Source: an optimization exercise on an open RTL-to-GDS flow (aim: small area, a short achievable clock period and few clock cycles). Production flows keep margins and buffers that such runs may drop.
In this exercise RTL edits were held to simulation tests only and were not proved equivalent to the original.
Power is estimated from default activity; no workload was simulated.

== the reference run ==
==> module cache, before the edit <==
module cache(
    clk,
    proc_reset,
    proc_read,
    proc_write,
    proc_addr,
    proc_rdata,
    proc_wdata,
    proc_stall,
    mem_read,
    mem_write,
    mem_addr,
    mem_rdata,
    mem_wdata,
    mem_ready
);
    input          clk;
    input          proc_reset;
    input          proc_read, proc_write;
    input   [29:0] proc_addr;
    input   [31:0] proc_wdata;
    output         proc_stall;
    output [31:0]  proc_rdata;
    input  [127:0] mem_rdata;
    input          mem_ready;
    output         mem_read, mem_write;
    output [27:0]  mem_addr;
    output [127:0] mem_wdata;
    integer i;
    reg [127:0] data  [0:7];
    reg [24:0]  tag   [0:7];
    reg [7:0]   valid, dirty;
    reg         cap;       
    reg         stall_r;
    reg         whit_r;    
    reg         mrd, mwr;  
    reg         mbusy;     
    reg         rdfl;      
    reg [31:0]  rdata_r;
    reg [127:0] mwdata_r;
    reg [27:0]  maddr_r;
    reg [7:0]   sel_r;     
    reg [3:0]   offd_r;    
    reg         wr_r;
    assign proc_stall = stall_r;
    assign proc_rdata = rdata_r;
    assign mem_read   = mrd;
    assign mem_write  = mwr;
    assign mem_addr   = maddr_r;
    assign mem_wdata  = mwdata_r;
    wire [2:0]  idx = proc_addr[4:2];
    wire [1:0]  off = proc_addr[1:0];
    wire        req = proc_read | proc_write;
    wire [127:0] blk = data[idx];
    reg  [7:0]  match;
    always @(*) for (i = 0; i < 8; i = i + 1) match[i] = valid[i] & (tag[i] == proc_addr[29:5]);
    wire        hit = |(match & (8'd1 << idx));
    reg  [31:0] word_blk, word_mem;
    always @(*) begin
        case (off)
            2'd0: begin word_blk = blk[31:0];   word_mem = mem_rdata[31:0];   end
            2'd1: begin word_blk = blk[63:32];  word_mem = mem_rdata[63:32];  end
            2'd2: begin word_blk = blk[95:64];  word_mem = mem_rdata[95:64];  end
            default: begin word_blk = blk[127:96]; word_mem = mem_rdata[127:96]; end
        endcase
    end
    reg  [24:0] tag_old;
    reg         dirty_old;
    always @(*) begin
        tag_old = 25'd0;
        dirty_old = 1'b0;
        for (i = 0; i < 8; i = i + 1) begin
            tag_old = tag_old | (tag[i] & {25{sel_r[i]}});
            dirty_old = dirty_old | (dirty[i] & sel_r[i]);
        end
    end
    wire taken = !mbusy & !mem_ready & (mrd | mwr);
    wire fill  = rdfl & mem_ready;
    reg [127:0] wbus;
    always @(*) for (i = 0; i < 4; i = i + 1)
        wbus[32*i +: 32] = (rdfl & !(wr_r & offd_r[i])) ? mem_rdata[32*i +: 32] : proc_wdata;
    always @(posedge clk) begin
        rdata_r  <= rdfl ? word_mem : word_blk;
        mwdata_r <= blk;
        maddr_r  <= rdfl ? {tag_old, idx} : proc_addr[29:2];
        sel_r    <= 8'd1 << idx;
        offd_r   <= 4'd1 << off;
        wr_r     <= proc_write;
    end
    always @(posedge clk) begin
        if (proc_reset) begin
            cap     <= 1'b1;
            stall_r <= 1'b1;
            whit_r  <= 1'b0;
            mrd     <= 1'b0;
            mwr     <= 1'b0;
            mbusy   <= 1'b0;
            rdfl    <= 1'b0;
        end else begin
            cap    <= !stall_r;
            whit_r <= cap & proc_write & hit;
            if (cap)
                stall_r <= req & !hit;
            else if (!stall_r)
                stall_r <= 1'b1;
            else if (fill)
                stall_r <= 1'b0;
            mrd <= (cap & req & !hit) | (mrd & !taken);
            mwr <= (fill & dirty_old) | (mwr & !taken);
            if (mem_ready)
                mbusy <= 1'b0;
            else if (taken)
                mbusy <= 1'b1;
            if (mem_ready)
                rdfl <= 1'b0;
            else if (taken & mrd)
                rdfl <= 1'b1;
        end
    end
    always @(posedge clk) begin
        for (i = 0; i < 8; i = i + 1) begin
            if (sel_r[i] & (fill | (whit_r & offd_r[0]))) data[i][31:0]   <= wbus[31:0];
            if (sel_r[i] & (fill | (whit_r & offd_r[1]))) data[i][63:32]  <= wbus[63:32];
            if (sel_r[i] & (fill | (whit_r & offd_r[2]))) data[i][95:64]  <= wbus[95:64];
            if (sel_r[i] & (fill | (whit_r & offd_r[3]))) data[i][127:96] <= wbus[127:96];
            if (sel_r[i] & fill) tag[i] <= proc_addr[29:5];
        end
    end
    always @(posedge clk) begin
        if (proc_reset) begin
            valid <= 8'd0;
            dirty <= 8'd0;
        end else begin
            for (i = 0; i < 8; i = i + 1) begin
                if (sel_r[i] & fill) begin
                    valid[i] <= 1'b1;
                    dirty[i] <= wr_r;
                end else if (sel_r[i] & whit_r)
                    dirty[i] <= 1'b1;
            end
        end
    end
endmodule
Settings: LEC_CHECK=0, ABC_AREA=1, CAP_MARGIN=20, CORE_MARGIN=2, CORE_UTILIZATION=40, CTS_CLUSTER_DIAMETER=100, CTS_CLUSTER_SIZE=24, SLEW_MARGIN=20; clock period 10.0 ns.
standard.sh (not shown) runs the stock make flow with config.mk's settings and CLKGATE_MAP_FILE= SYNTH_SCRIPT=/design/flow/synth_recipe.tcl, a recipe that flattens the netlist after the stock synthesis.
==> flow/flow/run.sh <==
#!/bin/bash
# The standard ORFS layout (the standard.sh), with timing repair asked to
# leave extra setup slack and the ports buffered with buf_2.
set -euo pipefail
export SETUP_SLACK_MARGIN=6.6
export BUFFER_PORTS_ARGS="-buffer_cell sky130_fd_sc_hd__buf_2"
bash standard.sh > standard.log 2>&1
Testbench counts of the reference run, summed over its fixed seeds: cycles 158,178.
Modified inputs, the trial run compared to the reference run
--- a/flow/design.v
+++ b/flow/design.v
@@ -75,11 +75,9 @@
         end
     end
     wire taken = !mbusy & !mem_ready & (mrd | mwr);
     wire fill  = rdfl & mem_ready;
-    reg [127:0] wbus;
-    always @(*) for (i = 0; i < 4; i = i + 1)
-        wbus[32*i +: 32] = (rdfl & !(wr_r & offd_r[i])) ? mem_rdata[32*i +: 32] : proc_wdata;
+    wire [127:0] wbus = rdfl ? mem_rdata : {4{proc_wdata}};
     always @(posedge clk) begin
         rdata_r  <= rdfl ? word_mem : word_blk;
         mwdata_r <= blk;
         maddr_r  <= rdfl ? {tag_old, idx} : proc_addr[29:2];
@@ -97,9 +95,9 @@
             mbusy   <= 1'b0;
             rdfl    <= 1'b0;
         end else begin
             cap    <= !stall_r;
-            whit_r <= cap & proc_write & hit;
+            whit_r <= (cap & proc_write & hit) | (fill & wr_r);
             if (cap)
                 stall_r <= req & !hit;
             else if (!stall_r)
                 stall_r <= 1'b1;
@@ -133,9 +131,9 @@
         end else begin
             for (i = 0; i < 8; i = i + 1) begin
                 if (sel_r[i] & fill) begin
                     valid[i] <= 1'b1;
-                    dirty[i] <= wr_r;
+                    dirty[i] <= 1'b0;
                 end else if (sel_r[i] & whit_r)
                     dirty[i] <= 1'b1;
             end
         end
Results
Timing endpoint of the critical path: rdata_r[16] -> the trial run, data[3][67] -> the reference run. The trial run against the reference run: cell area decreased about 0.3%, clock share of power increased 0.5 points. Compared with the reference run, in the trial run total length of routed wires +about 5%; achievable frequency +about 0.7%; number of nets produced by synthesis +49; compound-cell area share of the yosys netlist -1.1 points. In the trial run relative to the reference run, wire length of the first global-routing pass had gone up slightly. The trial run vs. the reference run: combinational power closely matched the old numbers; setup slack of the critical path after layout went up; sequential power neither gained nor lost much. Per the comparison of the trial run with the reference run, layout cell share with drive strength beyond 1 moved down; portion of the layout cell area used by clock cells moved up.
Testbench counts of the trial run, summed over its fixed seeds: cycles 158,178.

==> afterwards: timing with drivers on the ports <==
How much do the figures lean on ideal ports? The routed layouts below were timed once more, with nothing changed but the port constraints.
Step 1, drivers: a clkbuf_16 drives clk and a buf_2 each remaining input, both assumed.
Step 2 adds t to the input delays and takes it off the output delays; t is the mean of the earliest and latest rising clock arrival at the registers after step 1. Input paths then give back, and output paths get back, about the clock's delay inside the block.
Three values: ideal, step 1, step 2; two values: the first two.
run | t, ns | slack for setup (ns) | worst data-port slew with drivers (ns) | pins driven straight from the clock port
the reference run | 0.791 | 6.485 / 6.485 / 5.791 | 0.22 | 1
the trial run | 0.791 | 6.509 / 6.519 / 5.746 | 0.26 | 1
After both steps setup and hold are still met in every run listed. The setup slack of the trial run, which loses most, moves by +0.010 ns with the drivers and by -0.763 ns with both steps.
